Source: an optimization exercise on an open RTL-to-GDS flow (aim: small area). Production flows keep margins and buffers that such runs may drop.
For this run, only the layout was checked, not whether the RTL still works.

==> flow/flow/run.sh <==
#!/bin/bash
# The standard layout flow, with two changes:
# - the buffers that buffer_ports puts on every input and output port are the
#   smallest buffer cell (buf_1) instead of the cell buffer_ports picks;
# - clock tree synthesis inserts no dummy loads (its other arguments are the
#   ones the standard flow derives from config.mk).
set -euo pipefail
export BUFFER_PORTS_ARGS="-buffer_cell sky130_fd_sc_hd__buf_1"
export CTS_ARGS="-sink_clustering_enable -repair_clock_nets -sink_clustering_size 10 -sink_clustering_max_diameter 50 -buf_list sky130_fd_sc_hd__clkbuf_4 -dont_use_dummy_load"
bash standard.sh finish > standard.log 2>&1
==> flow/standard.sh <==
#!/bin/bash
# synth_recipe.tcl (not shown) runs the flow's synth.tcl, then flattens the netlist and writes it again
# the make line also repeats each setting of config.mk as NAME=value (left out here)
make -C /OpenROAD-flow-scripts/flow DESIGN_CONFIG=/design/flow/config.mk WORK_HOME=/design/flow/orfs CLKGATE_MAP_FILE= SYNTH_SCRIPT=/design/flow/synth_recipe.tcl "${@:-finish}"
==> flow/config.mk <==
export PLATFORM = sky130hd
export DESIGN_NAME = pulse_arrays
export DESIGN_NICKNAME = pulse_arrays
export VERILOG_FILES = /design/flow/design.v
export SDC_FILE = /design/flow/constraint.sdc
export NUM_CORES = 4
export LEC_CHECK = 0
export CAP_MARGIN = 5
export CORE_MARGIN = 2
export CORE_UTILIZATION = 60
export PLACE_DENSITY = 0.75
export SLEW_MARGIN = 5
export SYNTH_HIERARCHICAL = 1
==> flow/constraint.sdc <==
create_clock -name core_clock -period 5.0 [get_ports {clk}]
set_input_delay 1.0000 -clock core_clock [delete_from_list [all_inputs] [get_ports {clk}]]
set_output_delay 1.0000 -clock core_clock [all_outputs]
set_load 0.01 [all_outputs]
==> flow/design.v <==
module pulse_arrays_fa (input wire a, input wire b, input wire c, output wire s, output wire co);
    assign {co, s} = a + b + c;
endmodule
module pulse_arrays_ha (input wire a, input wire b, output wire s, output wire co);
    assign {co, s} = a + b;
endmodule
module pulse_arrays_sel (input wire s1, input wire b1, input wire s2, input wire b2,
                         input wire s3, input wire b3, output wire yn);
    assign yn = ~((s1 & b1) | (s2 & b2) | (s3 & b3));
endmodule
module pulse_arrays_mac (
    input  wire [7:0]  a,
    input  wire [7:0]  b,
    input  wire [9:1]  t,
    input  wire [15:0] acc,
    input  wire        nfirst,
    output wire [15:0] y
);
    wire s1_0 = a[0] & ~a[1];
    wire s2_0 = ~a[0] & a[1];
    wire s3_0 = a[0] & a[1];
    wire s1_1 = a[2] & ~a[3];
    wire s2_1 = ~a[2] & a[3];
    wire s3_1 = a[2] & a[3];
    wire s1_2 = a[4] & ~a[5];
    wire s2_2 = ~a[4] & a[5];
    wire s3_2 = a[4] & a[5];
    wire s1_3 = a[6] & ~a[7];
    wire s2_3 = ~a[6] & a[7];
    wire s3_3 = a[6] & a[7];
    wire ppn_0_0 = ~((s1_0 & b[0]) | (s3_0 & b[0]));
    wire ppn_0_1;
    pulse_arrays_sel u_pp_0_1 (.s1(s1_0), .b1(b[1]), .s2(s2_0), .b2(b[0]), .s3(s3_0), .b3(t[1]), .yn(ppn_0_1));
    wire ppn_0_2;
    pulse_arrays_sel u_pp_0_2 (.s1(s1_0), .b1(b[2]), .s2(s2_0), .b2(b[1]), .s3(s3_0), .b3(t[2]), .yn(ppn_0_2));
    wire ppn_0_3;
    pulse_arrays_sel u_pp_0_3 (.s1(s1_0), .b1(b[3]), .s2(s2_0), .b2(b[2]), .s3(s3_0), .b3(t[3]), .yn(ppn_0_3));
    wire ppn_0_4;
    pulse_arrays_sel u_pp_0_4 (.s1(s1_0), .b1(b[4]), .s2(s2_0), .b2(b[3]), .s3(s3_0), .b3(t[4]), .yn(ppn_0_4));
    wire ppn_0_5;
    pulse_arrays_sel u_pp_0_5 (.s1(s1_0), .b1(b[5]), .s2(s2_0), .b2(b[4]), .s3(s3_0), .b3(t[5]), .yn(ppn_0_5));
    wire ppn_0_6;
    pulse_arrays_sel u_pp_0_6 (.s1(s1_0), .b1(b[6]), .s2(s2_0), .b2(b[5]), .s3(s3_0), .b3(t[6]), .yn(ppn_0_6));
    wire ppn_0_7;
    pulse_arrays_sel u_pp_0_7 (.s1(s1_0), .b1(b[7]), .s2(s2_0), .b2(b[6]), .s3(s3_0), .b3(t[7]), .yn(ppn_0_7));
    wire ppn_0_8 = ~((s2_0 & b[7]) | (s3_0 & t[8]));
    wire ppn_0_9 = ~((s3_0 & t[9]));
    wire ppn_1_0 = ~((s1_1 & b[0]) | (s3_1 & b[0]));
    wire ppn_1_1;
    pulse_arrays_sel u_pp_1_1 (.s1(s1_1), .b1(b[1]), .s2(s2_1), .b2(b[0]), .s3(s3_1), .b3(t[1]), .yn(ppn_1_1));
    wire ppn_1_2;
    pulse_arrays_sel u_pp_1_2 (.s1(s1_1), .b1(b[2]), .s2(s2_1), .b2(b[1]), .s3(s3_1), .b3(t[2]), .yn(ppn_1_2));
    wire ppn_1_3;
    pulse_arrays_sel u_pp_1_3 (.s1(s1_1), .b1(b[3]), .s2(s2_1), .b2(b[2]), .s3(s3_1), .b3(t[3]), .yn(ppn_1_3));
    wire ppn_1_4;
    pulse_arrays_sel u_pp_1_4 (.s1(s1_1), .b1(b[4]), .s2(s2_1), .b2(b[3]), .s3(s3_1), .b3(t[4]), .yn(ppn_1_4));
    wire ppn_1_5;
    pulse_arrays_sel u_pp_1_5 (.s1(s1_1), .b1(b[5]), .s2(s2_1), .b2(b[4]), .s3(s3_1), .b3(t[5]), .yn(ppn_1_5));
    wire ppn_1_6;
    pulse_arrays_sel u_pp_1_6 (.s1(s1_1), .b1(b[6]), .s2(s2_1), .b2(b[5]), .s3(s3_1), .b3(t[6]), .yn(ppn_1_6));
    wire ppn_1_7;
    pulse_arrays_sel u_pp_1_7 (.s1(s1_1), .b1(b[7]), .s2(s2_1), .b2(b[6]), .s3(s3_1), .b3(t[7]), .yn(ppn_1_7));
    wire ppn_1_8 = ~((s2_1 & b[7]) | (s3_1 & t[8]));
    wire ppn_1_9 = ~((s3_1 & t[9]));
    wire ppn_2_0 = ~((s1_2 & b[0]) | (s3_2 & b[0]));
    wire ppn_2_1;
    pulse_arrays_sel u_pp_2_1 (.s1(s1_2), .b1(b[1]), .s2(s2_2), .b2(b[0]), .s3(s3_2), .b3(t[1]), .yn(ppn_2_1));
    wire ppn_2_2;
    pulse_arrays_sel u_pp_2_2 (.s1(s1_2), .b1(b[2]), .s2(s2_2), .b2(b[1]), .s3(s3_2), .b3(t[2]), .yn(ppn_2_2));
    wire ppn_2_3;
    pulse_arrays_sel u_pp_2_3 (.s1(s1_2), .b1(b[3]), .s2(s2_2), .b2(b[2]), .s3(s3_2), .b3(t[3]), .yn(ppn_2_3));
    wire ppn_2_4;
    pulse_arrays_sel u_pp_2_4 (.s1(s1_2), .b1(b[4]), .s2(s2_2), .b2(b[3]), .s3(s3_2), .b3(t[4]), .yn(ppn_2_4));
    wire ppn_2_5;
    pulse_arrays_sel u_pp_2_5 (.s1(s1_2), .b1(b[5]), .s2(s2_2), .b2(b[4]), .s3(s3_2), .b3(t[5]), .yn(ppn_2_5));
    wire ppn_2_6;
    pulse_arrays_sel u_pp_2_6 (.s1(s1_2), .b1(b[6]), .s2(s2_2), .b2(b[5]), .s3(s3_2), .b3(t[6]), .yn(ppn_2_6));
    wire ppn_2_7;
    pulse_arrays_sel u_pp_2_7 (.s1(s1_2), .b1(b[7]), .s2(s2_2), .b2(b[6]), .s3(s3_2), .b3(t[7]), .yn(ppn_2_7));
    wire ppn_2_8 = ~((s2_2 & b[7]) | (s3_2 & t[8]));
    wire ppn_2_9 = ~((s3_2 & t[9]));
    wire ppn_3_0 = ~((s1_3 & b[0]) | (s3_3 & b[0]));
    wire ppn_3_1;
    pulse_arrays_sel u_pp_3_1 (.s1(s1_3), .b1(b[1]), .s2(s2_3), .b2(b[0]), .s3(s3_3), .b3(t[1]), .yn(ppn_3_1));
    wire ppn_3_2;
    pulse_arrays_sel u_pp_3_2 (.s1(s1_3), .b1(b[2]), .s2(s2_3), .b2(b[1]), .s3(s3_3), .b3(t[2]), .yn(ppn_3_2));
    wire ppn_3_3;
    pulse_arrays_sel u_pp_3_3 (.s1(s1_3), .b1(b[3]), .s2(s2_3), .b2(b[2]), .s3(s3_3), .b3(t[3]), .yn(ppn_3_3));
    wire ppn_3_4;
    pulse_arrays_sel u_pp_3_4 (.s1(s1_3), .b1(b[4]), .s2(s2_3), .b2(b[3]), .s3(s3_3), .b3(t[4]), .yn(ppn_3_4));
    wire ppn_3_5;
    pulse_arrays_sel u_pp_3_5 (.s1(s1_3), .b1(b[5]), .s2(s2_3), .b2(b[4]), .s3(s3_3), .b3(t[5]), .yn(ppn_3_5));
    wire ppn_3_6;
    pulse_arrays_sel u_pp_3_6 (.s1(s1_3), .b1(b[6]), .s2(s2_3), .b2(b[5]), .s3(s3_3), .b3(t[6]), .yn(ppn_3_6));
    wire ppn_3_7;
    pulse_arrays_sel u_pp_3_7 (.s1(s1_3), .b1(b[7]), .s2(s2_3), .b2(b[6]), .s3(s3_3), .b3(t[7]), .yn(ppn_3_7));
    wire ppn_3_8 = ~((s2_3 & b[7]) | (s3_3 & t[8]));
    wire ppn_3_9 = ~((s3_3 & t[9]));
    wire [15:0] accn = ~(acc & {16{nfirst}});
    wire s0, c0;
    pulse_arrays_fa u1 (.a(accn[0]), .b(ppn_0_0), .c(1'b1), .s(s0), .co(c0));
    wire s1, c1;
    pulse_arrays_fa u2 (.a(accn[1]), .b(ppn_0_1), .c(c0), .s(s1), .co(c1));
    wire s2, c2;
    pulse_arrays_fa u3 (.a(accn[2]), .b(ppn_0_2), .c(ppn_1_0), .s(s2), .co(c2));
    wire s3, c3;
    pulse_arrays_fa u4 (.a(s2), .b(c1), .c(1'b1), .s(s3), .co(c3));
    wire s4, c4;
    pulse_arrays_fa u5 (.a(accn[3]), .b(ppn_0_3), .c(ppn_1_1), .s(s4), .co(c4));
    wire s5, c5;
    pulse_arrays_fa u6 (.a(c2), .b(s4), .c(c3), .s(s5), .co(c5));
    wire s6, c6;
    pulse_arrays_fa u7 (.a(accn[4]), .b(ppn_0_4), .c(ppn_1_2), .s(s6), .co(c6));
    wire s7, c7;
    pulse_arrays_fa u8 (.a(ppn_2_0), .b(c4), .c(s6), .s(s7), .co(c7));
    wire s8, c8;
    pulse_arrays_fa u9 (.a(s7), .b(c5), .c(1'b1), .s(s8), .co(c8));
    wire s9, c9;
    pulse_arrays_fa u10 (.a(accn[5]), .b(ppn_0_5), .c(ppn_1_3), .s(s9), .co(c9));
    wire s10, c10;
    pulse_arrays_fa u11 (.a(ppn_2_1), .b(c6), .c(s9), .s(s10), .co(c10));
    wire s11, c11;
    pulse_arrays_fa u12 (.a(c7), .b(s10), .c(c8), .s(s11), .co(c11));
    wire s12, c12;
    pulse_arrays_fa u13 (.a(accn[6]), .b(ppn_0_6), .c(ppn_1_4), .s(s12), .co(c12));
    wire s13, c13;
    pulse_arrays_fa u14 (.a(ppn_2_2), .b(ppn_3_0), .c(c9), .s(s13), .co(c13));
    wire s14, c14;
    pulse_arrays_fa u15 (.a(s12), .b(c10), .c(s13), .s(s14), .co(c14));
    wire s15, c15;
    pulse_arrays_fa u16 (.a(accn[7]), .b(ppn_0_7), .c(ppn_1_5), .s(s15), .co(c15));
    wire s16, c16;
    pulse_arrays_fa u17 (.a(ppn_2_3), .b(ppn_3_1), .c(c12), .s(s16), .co(c16));
    wire s17, c17;
    pulse_arrays_fa u18 (.a(s15), .b(c13), .c(s16), .s(s17), .co(c17));
    wire s18, c18;
    pulse_arrays_fa u19 (.a(accn[8]), .b(ppn_0_8), .c(ppn_1_6), .s(s18), .co(c18));
    wire s19, c19;
    pulse_arrays_fa u20 (.a(ppn_2_4), .b(ppn_3_2), .c(c15), .s(s19), .co(c19));
    wire s20, c20;
    pulse_arrays_fa u21 (.a(s18), .b(c16), .c(s19), .s(s20), .co(c20));
    wire s21, c21;
    pulse_arrays_fa u22 (.a(accn[9]), .b(ppn_0_9), .c(ppn_1_7), .s(s21), .co(c21));
    wire s22, c22;
    pulse_arrays_fa u23 (.a(ppn_2_5), .b(ppn_3_3), .c(c18), .s(s22), .co(c22));
    wire s23, c23;
    pulse_arrays_fa u24 (.a(s21), .b(c19), .c(s22), .s(s23), .co(c23));
    wire s24, c24;
    pulse_arrays_fa u25 (.a(accn[10]), .b(ppn_1_8), .c(ppn_2_6), .s(s24), .co(c24));
    wire s25, c25;
    pulse_arrays_fa u26 (.a(ppn_3_4), .b(c21), .c(s24), .s(s25), .co(c25));
    wire s26, c26;
    pulse_arrays_fa u27 (.a(c22), .b(s25), .c(c23), .s(s26), .co(c26));
    wire s27, c27;
    pulse_arrays_fa u28 (.a(accn[11]), .b(ppn_1_9), .c(ppn_2_7), .s(s27), .co(c27));
    wire s28, c28;
    pulse_arrays_fa u29 (.a(ppn_3_5), .b(c24), .c(s27), .s(s28), .co(c28));
    wire s29, c29;
    pulse_arrays_fa u30 (.a(c25), .b(s28), .c(c26), .s(s29), .co(c29));
    wire s30, c30;
    pulse_arrays_fa u31 (.a(accn[12]), .b(ppn_2_8), .c(ppn_3_6), .s(s30), .co(c30));
    wire s31, c31;
    pulse_arrays_fa u32 (.a(c27), .b(s30), .c(c28), .s(s31), .co(c31));
    wire s32, c32;
    pulse_arrays_fa u33 (.a(accn[13]), .b(ppn_2_9), .c(ppn_3_7), .s(s32), .co(c32));
    wire s33, c33;
    pulse_arrays_fa u34 (.a(c30), .b(s32), .c(c31), .s(s33), .co(c33));
    wire s34, c34;
    pulse_arrays_fa u35 (.a(accn[14]), .b(ppn_3_8), .c(c32), .s(s34), .co(c34));
    wire s35 = accn[15] ^ ppn_3_9 ^ c34;
    wire p36 = ~s11;
    wire s37, c37;
    pulse_arrays_ha u38 (.a(s14), .b(c11), .s(s37), .co(c37));
    wire s38, c38;
    pulse_arrays_ha u39 (.a(c14), .b(s17), .s(s38), .co(c38));
    wire s39, c39;
    pulse_arrays_ha u40 (.a(c17), .b(s20), .s(s39), .co(c39));
    wire s40, c40;
    pulse_arrays_ha u41 (.a(c20), .b(s23), .s(s40), .co(c40));
    wire p41 = ~s26;
    wire p42 = ~s29;
    wire s43, c43;
    pulse_arrays_ha u44 (.a(s31), .b(c29), .s(s43), .co(c43));
    wire p44 = ~s33;
    wire s45, c45;
    pulse_arrays_ha u46 (.a(s34), .b(c33), .s(s45), .co(c45));
    wire p46 = ~s35;
    wire gg47 = s11 | p36;
    wire gg48 = c37 | (s37 & gg47);
    wire pq48 = s37 & 1'b0;
    wire gg49 = c39 | (s39 & c38);
    wire pq49 = s39 & s38;
    wire gg50 = s26 | (p41 & c40);
    wire pq50 = p41 & s40;
    wire gg51 = c43 | (s43 & s29);
    wire pq51 = s43 & p42;
    wire gg52 = c45 | (s45 & s33);
    wire pq52 = s45 & p44;
    wire gg53 = gg49 | (pq49 & gg48);
    wire pq53 = pq49 & pq48;
    wire gg54 = gg51 | (pq51 & gg50);
    wire pq54 = pq51 & pq50;
    wire gg55 = gg54 | (pq54 & gg53);
    wire pq55 = pq54 & pq53;
    wire gg56 = gg50 | (pq50 & gg53);
    wire pq56 = pq50 & pq53;
    wire gg57 = gg52 | (pq52 & gg55);
    wire pq57 = pq52 & pq55;
    wire gg58 = c38 | (s38 & gg48);
    wire pq58 = s38 & pq48;
    wire gg59 = c40 | (s40 & gg53);
    wire pq59 = s40 & pq53;
    wire gg60 = s29 | (p42 & gg56);
    wire pq60 = p42 & pq56;
    wire gg61 = s33 | (p44 & gg55);
    wire pq61 = p44 & pq55;
    wire gg62 = s35 | (p46 & gg57);
    wire pq62 = p46 & pq57;
    assign y = {~(p46 ^ gg57), ~(s45 ^ gg61), ~(p44 ^ gg55), ~(s43 ^ gg60), ~(p42 ^ gg56), ~(p41 ^ gg59), ~(s40 ^ gg53), ~(s39 ^ gg58), ~(s38 ^ gg48), ~(s37 ^ gg47), ~(p36 ^ 1'b1), ~s8, ~s5, ~s3, ~s1, ~s0};
endmodule
module pulse_arrays #(
    parameter   WIDTH_left     =   8,
    parameter   WIDTH_up       =   8,
    parameter   WIDTH_out      =   16,
    parameter   Mritx_M   =   4,
    parameter   Mritx_N   =   4,
    parameter   Mritx_L   =   4,
    parameter   Mritx_LOG2_size  =   10
)(
    input   clk,
    input   rst,
    input   wire    valid_left,
    input   wire    valid_up,
    input   wire  [31:0]   left,
    input   wire  [31:0]   up,
    output  reg     ready,
    output  wire  [63:0]   product
);
reg  [4:0] cnt;      
reg        nfirst;   
reg        last;     
always @(posedge clk) begin
    if (!rst) begin
        cnt   <= 5'd0;
        ready <= 1'b0;
        nfirst <= 1'b1;
        last   <= 1'b0;
    end else begin
        nfirst <= (cnt[1:0] != 2'd2);
        last   <= (cnt[1:0] == 2'd1);
        if (cnt == 5'd0) begin
            ready <= 1'b1;
            if (valid_left & valid_up)
                cnt <= 5'd1;
        end else begin
            ready <= (cnt == 5'd24);
            cnt   <= (cnt == 5'd24) ? 5'd0 : cnt + 5'd1;
        end
    end
end
reg  [7:0] b [0:15];
integer n;
always @(posedge clk) begin
    for (n = 1; n < 16; n = n + 1)
        if (n % 4 != 0) b[n] <= b[n-1];
    b[0]  <= valid_up ? up[7:0]   : b[15];
    b[4]  <= valid_up ? up[15:8]  : b[3];
    b[8]  <= valid_up ? up[23:16] : b[7];
    b[12] <= valid_up ? up[31:24] : b[11];
end
reg  [9:1] t;
wire [9:1] t_next;
wire [8:1] tc;
pulse_arrays_ha t1 (.a(b[1][1]), .b(b[1][0]), .s(t_next[1]), .co(tc[1]));
genvar x;
generate
    for (x = 2; x < 8; x = x + 1) begin : t3
        pulse_arrays_fa f (.a(b[1][x]), .b(b[1][x-1]), .c(tc[x-1]), .s(t_next[x]), .co(tc[x]));
    end
endgenerate
pulse_arrays_ha t8 (.a(b[1][7]), .b(tc[7]), .s(t_next[8]), .co(t_next[9]));
always @(posedge clk)
    t <= t_next;
reg  [7:0]  a0 [0:3], a1 [0:3], a2 [0:3], a3 [0:3];
reg  [15:0] acc [0:3];
reg  [15:0] r0 [0:3], r1 [0:3], r2 [0:3];
wire [15:0] sum [0:3];
genvar i;
generate
    for (i = 0; i < 4; i = i + 1) begin : row
        pulse_arrays_mac mac (
            .a   (a2[i]),
            .b   (b[2]),
            .t   (t),
            .acc (acc[i]),
            .nfirst(nfirst),
            .y   (sum[i])
        );
        always @(posedge clk) begin
            a0[i]  <= valid_left ? left[8*i +: 8] : a3[i];
            a1[i]  <= a0[i];
            a2[i]  <= a1[i];
            a3[i]  <= a2[i];
            acc[i] <= sum[i];
            r0[i]  <= last ? sum[i] : r2[i];
            r1[i]  <= r0[i];
            r2[i]  <= r1[i];
        end
        assign product[16*i +: 16] = r0[i];
    end
endgenerate
endmodule
==> results.txt <==
## area by class of cell
class                   count  area share [%]
flip-flops and latches    529           51.64
multi-input cells         732           38.52
repair buffers            182           4.377
well taps                 396           2.414
clock buffers              61           2.231
inverters                  44          0.8047
diodes                      1         0.01219
## layout by cell type (no fill, tap or decap), types with 6 or more instances in the layout
| cell type | synthesis | final |
|---|---|---|
| conb_1 | 4 | 12 |
| ha_1 | 46 | 43 |
| dfxtp_2 | 0 | 6 |
| buf_4 | 4 | 48 |
| nand2_1 | 121 | 121 |
| xor2_1 | 13 | 13 |
| inv_1 | 44 | 44 |
| mux2_2 | 144 | 144 |
| dfxtp_1 | 529 | 523 |
| a222oi_1 | 112 | 112 |
| nor2_1 | 17 | 17 |
| clkbuf_4 | 0 | 61 |
| nor2b_1 | 33 | 31 |
| and2_4 | 4 | 6 |
| and2_1 | 13 | 10 |
| buf_1 | 0 | 130 |
| fa_1 | 146 | 142 |
| xnor2_1 | 13 | 13 |
## kinds of logic (layout without fill, tap and decap cells)
group           Yosys count  in the layout
compound gates          143            143
other cells               4             13
flops                   529            529
xor+xnor                 30             30
simple gates            210            210
mux                     145            145
fa+ha+maj               192            192
buf+inv                  71            287
## registers in the layout, indices dropped and copies added (netlist names), 5 cells and up
register,flops
r1,64
acc,64
a3,32
b,128
r2,64
t,9
r0,64
a0,32
a1,32
cnt,5
a2,32
## modules after synthesis, one instance, submodules excluded
module / flops+latches / times used / area, um^2
pulse_arrays_sel: 0 / 112 / 10.01
pulse_arrays: 529 / 1 / 12320
pulse_arrays_fa: 0 / 146 / 20.02
pulse_arrays_ha: 0 / 26 / 12.51
pulse_arrays_mac: 0 / 4 / 511.7
## synth_stat cells (6+ instances only)
cell      number  share of area (%)
and2_1        13               0.43
nor2_1        17               0.34
clkbuf_1       6               0.12
inv_1         44               0.88
a222oi_1     112                6.0
fa_1         146                 16
ha_1          46                3.1
nand2_1      121                2.4
nor2b_1       33                1.1
xnor2_1       13               0.61
xor2_1        13               0.61
buf_2         13               0.35
mux2_2       144                8.7
dfxtp_1      529                 57
## layer usage
layer	vias up	GRT usage [%]	part of all wire (%)
li1	5109	-	-
met2	607	34.97	44
met3	106	5.805	10
met5	-	0	0.032
met4	2	7.903	2.7
met1	5354	33.56	43
## critical path: stages (launching register included)
cell	delay [ps]
dfxtp_2	360
nor2b_2	200
a222oi_1	490
fa_1	540
fa_2	420
fa_2	360
fa_1	420
fa_1	420
ha_4	250
o211ai_1	220
a21boi_2	120
nor3_2	250
o2bb2ai_2	140
ha_2	290
mux2_2	260
## repair_timing
| action | CTS | global route |
|---|---|---|
| buffers inserted | 0 | 1 |
| setup endpoints to repair | 0 | 17 |
| gates resized for setup | 0 | 19 |
## metrics by stage
stage / std cells / setup slack [ps] / hold slack, ps / util, %
global placement: 1882 / 227.1 / 309.7 / 65.20
global route: 1945 / 1.751 / 267.5 / 66.92
CTS: 1943 / 0.3562 / 271.0 / 66.69
detailed placement: 1882 / 13.29 / 312.1 / 65.20
floorplan: 1332 / 183.9 / 309.6 / -
finish: 1945 / 161.8 / 275.7 / 66.92
## worst paths after layout
| kind | start | to | depth (start not counted) |
|---|---|---|---|
| worst max register to register | a2[2][0]$_DFF_P_ | r0[2][13]$_DFF_P_ | 14 |
| worst min register to register | b[6][5]$_DFF_P_ | b[7][5]$_DFF_P_ | 0 |
| worst max-delay path | a2[2][0]$_DFF_P_ | r0[2][13]$_DFF_P_ | 14 |
| worst min-delay path | b[6][5]$_DFF_P_ | b[7][5]$_DFF_P_ | 0 |
==> results.txt <==
vias roughly 11,000; RSZ-0062 raised after global routing false; first drt pass iteration count 15; design area 20,520 um^2; TritonCTS clock tree built; port bufs 132; cts hold-fix bufs 0; Synth Area in Adders 18.67%; Inserted Clock Buffers 61; Fillers 2,278; startpoint types flop; Compound-Gate Fraction of Synth Area 7.278%; area of the multi-input gates 7906 um^2; number of vias per cell 5.747; # IOs 133; pin count of the biggest net entering global routing 35; area delta synth->final 9.521%; Core ar. 30,670 um^2; CTS sink cnt 529; Critical Path Fanout Max 7; outcome no timing/DRC/antenna violations; DIE AREA approximately 33,000 um^2; clock tree root driver cell clkbuf_4; DRT antenna net count 0; R2R setup slack 160 ps; kind of critical path flop to flop; total gr overflow 0; mux share of post-synthesis cell area 8.707%; row count 64; Initial Utilization 61.10%; TNS Setup 0 ps; DR WL/cell approximately 19 um; hpwl dp 26,460 um; Max Cap Viol 0; die height around 180 um; global-route wire length before repair 60,770 um; Synth cell types 41; synthesis-stage register bit count 529; Syn Std Cell Area 18,740 um^2; crit path DAT 5460 ps; GRT Total Usage 23.39%; cells after synthesis 1,324; ys async rst share 0%; XOR/XNOR share of the synthesized area 1.562%; Slew @ Worst Pin 853.1 ps; fin. max-slew vios 0; fin nets 1,810; Slew headroom 43.12%; Die Wd about 180 um; Most used DFF post-synth dfxtp_1; synth warn 25; endpoints failing setup 0; vias in the first global route approximately 12,000; crit share post-route a little over nine tenths; Clk pin slew, worst setup/hold paths 100 ps; Starting DRT DRC Count 1,641; Hold Fails Final Rpt 0; synthesized area per cell 14.15 um^2; Reg area 10,600 um^2; Clock Skew around 70 ps; WL final 37,670 um; post-synthesis sequential area ratio 56.51%; initial antenna violation count 2; Hold Path Class flop to flop; clock latency on the worst-skew pair approximately 750 ps; CP Capture Type flop; Final GP Congestion 0.9273; DRC 0; Period minus WS final 4838 ps; CP required 5620 ps; largest family of logic cells by synthesized area adder cells; dpl cell area 20,000 um^2; max frequency 206.7 MHz; Synth Area in Simple Gates 5.442%; H-tree depth 2; number of synthesized flops with an enable pin 0; share of post-route cells with drive strength above 1 19.70%; Max clock buf depth 3

==> separate check: timing with driven ports <==
No port has a modelled driver above. Below, the same layout with a new extraction and two added sets of constraints. Step 1: set_driving_cell puts a clkbuf_16 on clk and a buf_2 on each other input, an assumption about the parent block. Step 2 also shifts input and output timing later by t, the mid clock arrival at the registers, as if the neighbouring blocks saw the same clock. Three values: ideal, step 1, step 2; two values: the first two.
t, ns: 0.762
setup slack, ns: 0.162 / 0.162 / 0.162
hold WS [ns]: 0.276 / 0.276 / 0.276
After both steps setup and hold are still met in this run. For this run, drivers alone change the setup slack by 0.000 ns; drivers and shift together by 0.000 ns.
